This design comes from an exercise in tuning for small area and a short achievable clock period on the open sky130 flow, not from production work. Function was checked by simulation only, so behaviour that the tests miss may differ from the original.

[flow/design.v]
module mac1
(
	input [31:0] dataa,
	input [31:0] datab,
	input clk, rst,
	output reg [63:0] adder_out
);
	reg  [31:0] dataa_reg, datab_reg;
	reg	 [63:0] old_result;
	wire [63:0] multa;
	assign multa = dataa_reg * datab_reg;
	always @ (adder_out)
	begin
		if (0)
			old_result <= 0;
		else
			old_result <= adder_out;
	end
	always @ (posedge clk or posedge rst)
	begin
		if (rst)
		begin
			dataa_reg <= 0;
			datab_reg <= 0;
			adder_out <= 0;
		end
		else if (1)
		begin
			dataa_reg <= dataa;
			datab_reg <= datab;
			adder_out <= old_result + multa;
		end
	end
endmodule
`timescale 1ns / 1ps
module Array_multiplier(
	input [31:0] dataa1,
	input [31:0] datab1,
	input [31:0] dataa2,
	input [31:0] datab2,
	input [31:0] dataa3,
        input [31:0] datab3,
	input clk, rst,
	output reg [63:0] adder_out1,
	output reg [63:0] adder_out2,
    output reg [63:0] adder_out3,
    output reg [63:0] adder_out4,
        output reg [63:0] adder_out5,
        output reg [63:0] adder_out6,
        output reg [63:0] adder_out7,
        output reg [63:0] adder_out8,
            output reg [63:0] adder_out9
    );
    reg  [31:0] dataa_reg, datab_reg,dataa2_reg, datab2_reg,dataa3_reg, datab3_reg;
    reg  [31:0] dataa_reg1, datab_reg1,dataa2_reg1, datab2_reg1,dataa3_reg1, datab3_reg1;
    reg  [31:0] dataa_reg2, datab_reg2,dataa2_reg2, datab2_reg2,dataa3_reg2, datab3_reg2;
    reg  [31:0] dataa_reg3, datab_reg3,dataa2_reg3, datab2_reg3,dataa3_reg3, datab3_reg3;
            wire [63:0] o1,o2,o3,o4,o5,o6,o7,o8,o9;
    mac1 m1(dataa1,datab1,clk,rst,o1);
     always@(posedge clk or posedge rst)
    if (rst) begin
        dataa_reg<=0; datab_reg<=0; dataa2_reg<=0; datab2_reg<=0; dataa3_reg<=0; datab3_reg<=0;
    end else
    begin
        dataa_reg<=dataa1;
        datab_reg<=datab1;
                              datab2_reg<=datab2; 
                              dataa2_reg<=dataa2;
                                         datab3_reg<=datab3; 
                                         dataa3_reg<=dataa3;        
                             end      
    mac1 m2(dataa_reg,datab2_reg,clk,rst,o2);
       mac1 m4(dataa2_reg,datab_reg,clk,rst,o4);
       always@(posedge clk or posedge rst)
    if (rst) begin
        dataa_reg1<=0; datab_reg1<=0; dataa2_reg1<=0; datab2_reg1<=0; dataa3_reg1<=0; datab3_reg1<=0;
    end else
                            begin
                                datab_reg1<=datab_reg; 
                                dataa_reg1<=dataa_reg;
                                                      datab2_reg1<=datab2_reg; 
                                                      dataa2_reg1<=dataa2_reg;
                                                                 datab3_reg1<=datab3_reg; 
                                                                 dataa3_reg1<=dataa3_reg;         
                            end  
       mac1 m5(dataa2_reg1,datab2_reg1,clk,rst,o5);
       mac1 m3(dataa_reg1,datab3_reg1,clk,rst,o3);
       mac1 m7(dataa3_reg1,datab_reg1,clk,rst,o7);
       always@(posedge clk or posedge rst)
    if (rst) begin
        dataa_reg2<=0; datab_reg2<=0; dataa2_reg2<=0; datab2_reg2<=0; dataa3_reg2<=0; datab3_reg2<=0;
    end else
                            begin
                                datab_reg2<=datab_reg1; 
                                dataa_reg2<=dataa_reg1;
                                                      datab2_reg2<=datab2_reg1; 
                                                      dataa2_reg2<=dataa2_reg1;
                                                                 datab3_reg2<=datab3_reg1; 
                                                                 dataa3_reg2<=dataa3_reg1;         
                            end
      mac1 m8(dataa3_reg2,datab2_reg2,clk,rst,o8);
      mac1 m6(dataa2_reg2,datab3_reg2,clk,rst,o6);
always@(posedge clk or posedge rst)
    if (rst) begin
        dataa_reg3<=0; datab_reg3<=0; dataa2_reg3<=0; datab2_reg3<=0; dataa3_reg3<=0; datab3_reg3<=0;
    end else
                                  begin
                                      datab_reg3<=datab_reg2; 
                                      dataa_reg3<=dataa_reg2;
                                                            datab2_reg3<=datab2_reg2; 
                                                            dataa2_reg3<=dataa2_reg2;
                                                                       datab3_reg3<=datab3_reg2; 
                                                                       dataa3_reg3<=dataa3_reg2;         
                                  end         
      mac1 m9(dataa3_reg3,datab3_reg3,clk,rst,o9);                            
    always@*
    begin
            adder_out1<=o1;
            adder_out2<=o2;
            adder_out3<=o3;
            adder_out4<=o4;
            adder_out5<=o5;
            adder_out6<=o6;
                        adder_out7<=o7;
                        adder_out8<=o8;
                        adder_out9<=o9;
    end           
endmodule
[flow/run.sh]
#!/bin/bash
# synth_recipe.tcl (not shown) runs the flow's synth.tcl, then flattens the netlist and writes it again
# the make line also repeats each setting of config.mk as NAME=value (left out here)
make -C /OpenROAD-flow-scripts/flow DESIGN_CONFIG=/design/flow/config.mk WORK_HOME=/design/flow/orfs CLKGATE_MAP_FILE= SYNTH_SCRIPT=/design/flow/synth_recipe.tcl finish
[flow/config.mk]
export PLATFORM = sky130hd
export DESIGN_NAME = Array_multiplier
export DESIGN_NICKNAME = Array_multiplier
export VERILOG_FILES = /design/flow/design.v
export SDC_FILE = /design/flow/constraint.sdc
export NUM_CORES = 8
export LEC_CHECK = 0
export CAP_MARGIN = 20
export CORE_MARGIN = 2
export CORE_UTILIZATION = 45
export SLEW_MARGIN = 20
[flow/constraint.sdc]
create_clock -name core_clock -period 12.0 [get_ports {clk}]
set_input_delay 2.4000 -clock core_clock [delete_from_list [all_inputs] [get_ports {clk}]]
set_output_delay 2.4000 -clock core_clock [all_outputs]
set_load 0.01 [all_outputs]
==> notes.md <==
-- logic make-up after synthesis --
kind of cell | after synthesis
AOI/OAI and AO/OA | 1708
and+or+nand+nor | 10300
xor gates and xnor gates | 563
DFF | 1344
adders and majority gates | 10800
buffers and inverters | 11600
-- cell type report --
cell class                      count  area, um^2
Fill cell                       71700      394000
Multi-Input combinational cell  23400      266000
Timing Repair Buffer             1388       12500
Clock buffer                      237        5320
Antenna cell                       64         160
Clock inverter                    129        1740
Sequential cell                  1344       33700
Inverter                         9692       36400
Tap cell                        10200       12700
-- cells in the final DEF (no fill, tap or decap), types with 113 or more instances in the layout --
| cell type | synthesis | layout |
|---|---|---|
| fa_1 | 8631 | 8631 |
| xnor2_1 | 364 | 364 |
| a21oi_1 | 556 | 556 |
| nor2_1 | 276 | 276 |
| clkdlybuf4s50_1 | 0 | 769 |
| clkbuf_16 | 0 | 198 |
| ha_1 | 2187 | 2187 |
| xor2_1 | 199 | 199 |
| nand4_1 | 113 | 113 |
| buf_4 | 1 | 609 |
| o21ai_0 | 288 | 288 |
| and2_1 | 4103 | 4103 |
| inv_1 | 9692 | 9691 |
| a21o_1 | 347 | 347 |
| nand2_1 | 5438 | 5438 |
| dfrtp_1 | 1344 | 1292 |
-- critical path, delay by kind of cell, from the launching register on --
| kind | cells | cell delay (ns) |
|---|---|---|
| compound gates | 7 | 2.65 |
| xor+xnor | 1 | 0.16 |
| fa+ha+maj | 9 | 4.15 |
| buf+inv | 6 | 0.73 |
| flops | 1 | 1.12 |
| simple gates | 5 | 0.93 |
-- worst max-delay path by stage --
stage | from | end | slack (ns)
floorplan | rst | dataa2_reg[0]$_DFF_PP0_ | -8.99
global placement | m3.dataa_reg[9]$_DFF_PP0_ | m3.adder_out[60]$_DFF_PP0_ | 2.27
detailed placement | m3.dataa_reg[9]$_DFF_PP0_ | m3.adder_out[60]$_DFF_PP0_ | 2.21
CTS | m7.datab_reg[0]$_DFF_PP0_ | m7.adder_out[63]$_DFF_PP0_ | 2.19
global route | m3.datab_reg[7]$_DFF_PP0_ | m3.adder_out[58]$_DFF_PP0_ | 1.66
finish | m3.dataa_reg[9]$_DFF_PP0_ | m3.adder_out[60]$_DFF_PP0_ | 2.20
-- metal layers --
layer | share of wire [%] | track usage, % | vias up
met5 | 0.0068 | 0 | -
met4 | 6.7 | 15.1 | 12
met3 | 6.9 | 4.66 | 2045
met2 | 48 | 47.3 | 8587
met1 | 39 | 36.5 | 129000
li1 | - | - | 102000
-- per-stage QoR --
stage                     cell area, um^2  worst slack (ns)  hold WS, ns  instances
after floorplan                    344000             -8.99        0.331      36400
after global routing               369000              1.66        0.331      46400
after detailed placement           362000              2.21        0.335      46000
final                              369000              2.20        0.336      46500
after global placement             362000              2.27        0.331      46000
after CTS                          369000              2.19        0.336      46400
==> flow_results.org <==
** Run status
- Outcome :: no timing/DRC/antenna violations

** Job
- Max-cap violations in this run came to 0.

** Floorplanning
- Num ports :: 770
- For this configuration, the core starts out at a cell density of a little under half.
- Die Span Y :: 878 um
- In this run the horizontal extent of the chip is 878 um.
- Number of placement rows :: ~320
- After floorplanning, the core was sized to cover between 700000 and 800000 um^2.
- Total die area :: a little under 800000 um^2

** Yosys
- Of the post-synthesis cell area, the dominant cell type holds roughly 50%.
- Top post-synthesis cells by area :: fa_1 50%, inv_1 11%, dfrtp_1 9.8%, ha_1 8.0%, and2_1 7.5%
- Yosys reg bits :: ~1300
- Of the total synthesized cell area, the portion taken by AND, OR, NAND and NOR gates is between 10% and 20%.
- Count leader, synth :: inv_1
- FFs w/ async S/R, synth :: between 90% and 100%
- Mux cell area share after synthesis :: 0%
- Synth area leader :: fa_1
- Dividing the synthesized area by the synthesized cell count gives around 9.4 um^2.
- By count the netlist is led by 9692 x inv_1, 8631 x fa_1, 5438 x nand2_1.
- Synth Flop Type :: dfrtp_1
- After synthesis, the largest family of logic cells by area is adder cells.
- Summed instance area of the synthesized netlist :: 344000 um^2
- Distinct cell type count of the synthesized netlist :: 94
- Number of standard cells after synthesis :: 36400
- Yosys mapped a number of flops with a built-in enable equal to 0.
- Post-synthesis sequential area ratio :: under 10%
- Fraction of the mapped netlist area in compound gates :: between 3 and 4%
- Area share of xor/xnor cells in the synthesized design :: 1.43%
- Post-Syn Nets :: between 40000 and 50000
- Number of synthesis warnings :: 2
- Summing the areas of all fa, ha and maj instances in the mapped netlist gives between 50% and 60% of the synthesized area.

** Clocking
- Once the clock tree was built, the setup fixing pass inserted 0 buffers.
- Counting along the longest clock path gives a buffer depth of 4.
- The clock reaches the later pin of the worst-skew pair after roughly 1.0 ns.
- Post-cts hold buffer count :: 0
- The H-tree was split into 4 levels.
- Number of gates resized after cts :: 0
- TritonCTS built the clock tree.
- Clock Sinks :: between 1000 and 1500
- Clock root buffer :: clkbuf_16
- The number of clock buffers added by TritonCTS is 196.
- After clock tree synthesis, the clock-pin slew on the worst setup and hold paths is around 0.060 ns.

** Placement
- HPWL after detailed placement :: ~850000 um
- Port buffering added just under 800 buffers.
- Weighted congestion reported at the end of routability-driven placement :: a little over 0.9

** Worst setup path
- STA classifies the critical path endpoint as a register.
- By instance count, the cell type seen most on the critical path is fa_1.
- The worst register-to-register path has a depth of 28.
- FF-to-FF End :: m3.adder_out[60]$_DFF_PP0_
- STA classifies the critical path startpoint as a register.
- Startpoint of the lowest-slack register-to-register path :: m3.dataa_reg[9]$_DFF_PP0_
- The worst register-to-register path has a setup slack of around 2.2 ns.
- Arrival time at the worst endpoint :: around 11 ns
- For this design, the slowest cell found on the critical path is dfrtp_1.
- In this run the worst path has a maximum fanout of 20.
- The critical path is of the register to register type.
- For this run, the slowest stage of the critical path takes about 1.1 ns.
- Required time of the critical path :: 12.95 ns

** Global routing
- For this run the aggregate overflow at the end of global routing stands at 0.
- Largest net degree at the start of global routing :: ~160
- First-pass GRT wire length :: ~1700000 um
- The number of global-route vias before repair is approximately 270k.
- Overall fraction of global-route tracks in use :: between 20% and 30%
- Antenna violations before repair :: 74

** Route
- In the final routed layout, each cell accounts on average for roughly 23 um.
- DR DRC count :: 0
- After the first detailed-routing iteration, the DRC count stood at between 15000 and 20000.
- For this block, the via count after detailed routing is ~240k.
- Final ANT Viol Nets :: 0
- Detailed Routing Iterations Pass 1 :: 6
- After detailed routing, the total wire length is 1070000 um.
- After detailed routing, the number of vias per cell comes to approximately 5.2.

** Timing
- Max_slew headroom :: 21.1%
- Setup repair after global routing left no endpoint under its margin.
- The total count of max-transition violations in the final report came to 0.
- The hold violation total from the final report is 0.
- Final worst-path cycle share :: around four fifths
- The worst path needs 9.80 ns of the cycle, external delays included.
- Highest Clock Rate :: slightly above 100 MHz
- Total Neg Setup Slack :: 0 ns
- Final setup fails :: 0
- Skew final :: 0.0592 ns
- Pin slew with the least headroom to its limit :: 1.18 ns

** Hold path
- The worst hold path terminates at dataa3_reg1[8]$_DFF_PP0_.
- Counting instances, the worst hold path has a depth of 0.
- The startpoint identified for the worst hold timing path is dataa3_reg[8]$_DFF_PP0_.
- Hold Crit Class :: register to register

** Cells and area
- Compared with the post-synthesis result, the final layout area differs by 7.36%.
- Final Util :: 48.4%
- Layout cells sized above 1 :: 3.03%
- At the end of the flow, the number of nets in the layout was between 40000 and 50000.

separate check: timing with driven ports:
The results above use ideal ports. As a check the final layout listed here was re-extracted and re-timed, cells and wires unchanged.
Step 1 (the two cells are an assumption about what drives the block):
set clk [get_ports {clk}]
set_driving_cell -lib_cell sky130_fd_sc_hd__clkbuf_16 $clk
set_driving_cell -lib_cell sky130_fd_sc_hd__buf_2 [delete_from_list [all_inputs] $clk]
Step 2 adds t to the input delays and takes it off the output delays; t is the mean of the earliest and latest rising clock arrival at the registers after step 1. Input paths then give back, and output paths get back, about the clock's delay inside the block.
Three values: no drivers, after step 1, after step 2; two values: the first two.
t (ns): 1.171
slack for setup (ns): 2.197 / 2.197 / 2.197
worst register clock-pin slew, ns: 0.08 / 0.08
After both steps setup and hold are still met in this run. For this run, drivers alone change the setup slack by 0.000 ns; drivers and shift together by 0.000 ns.
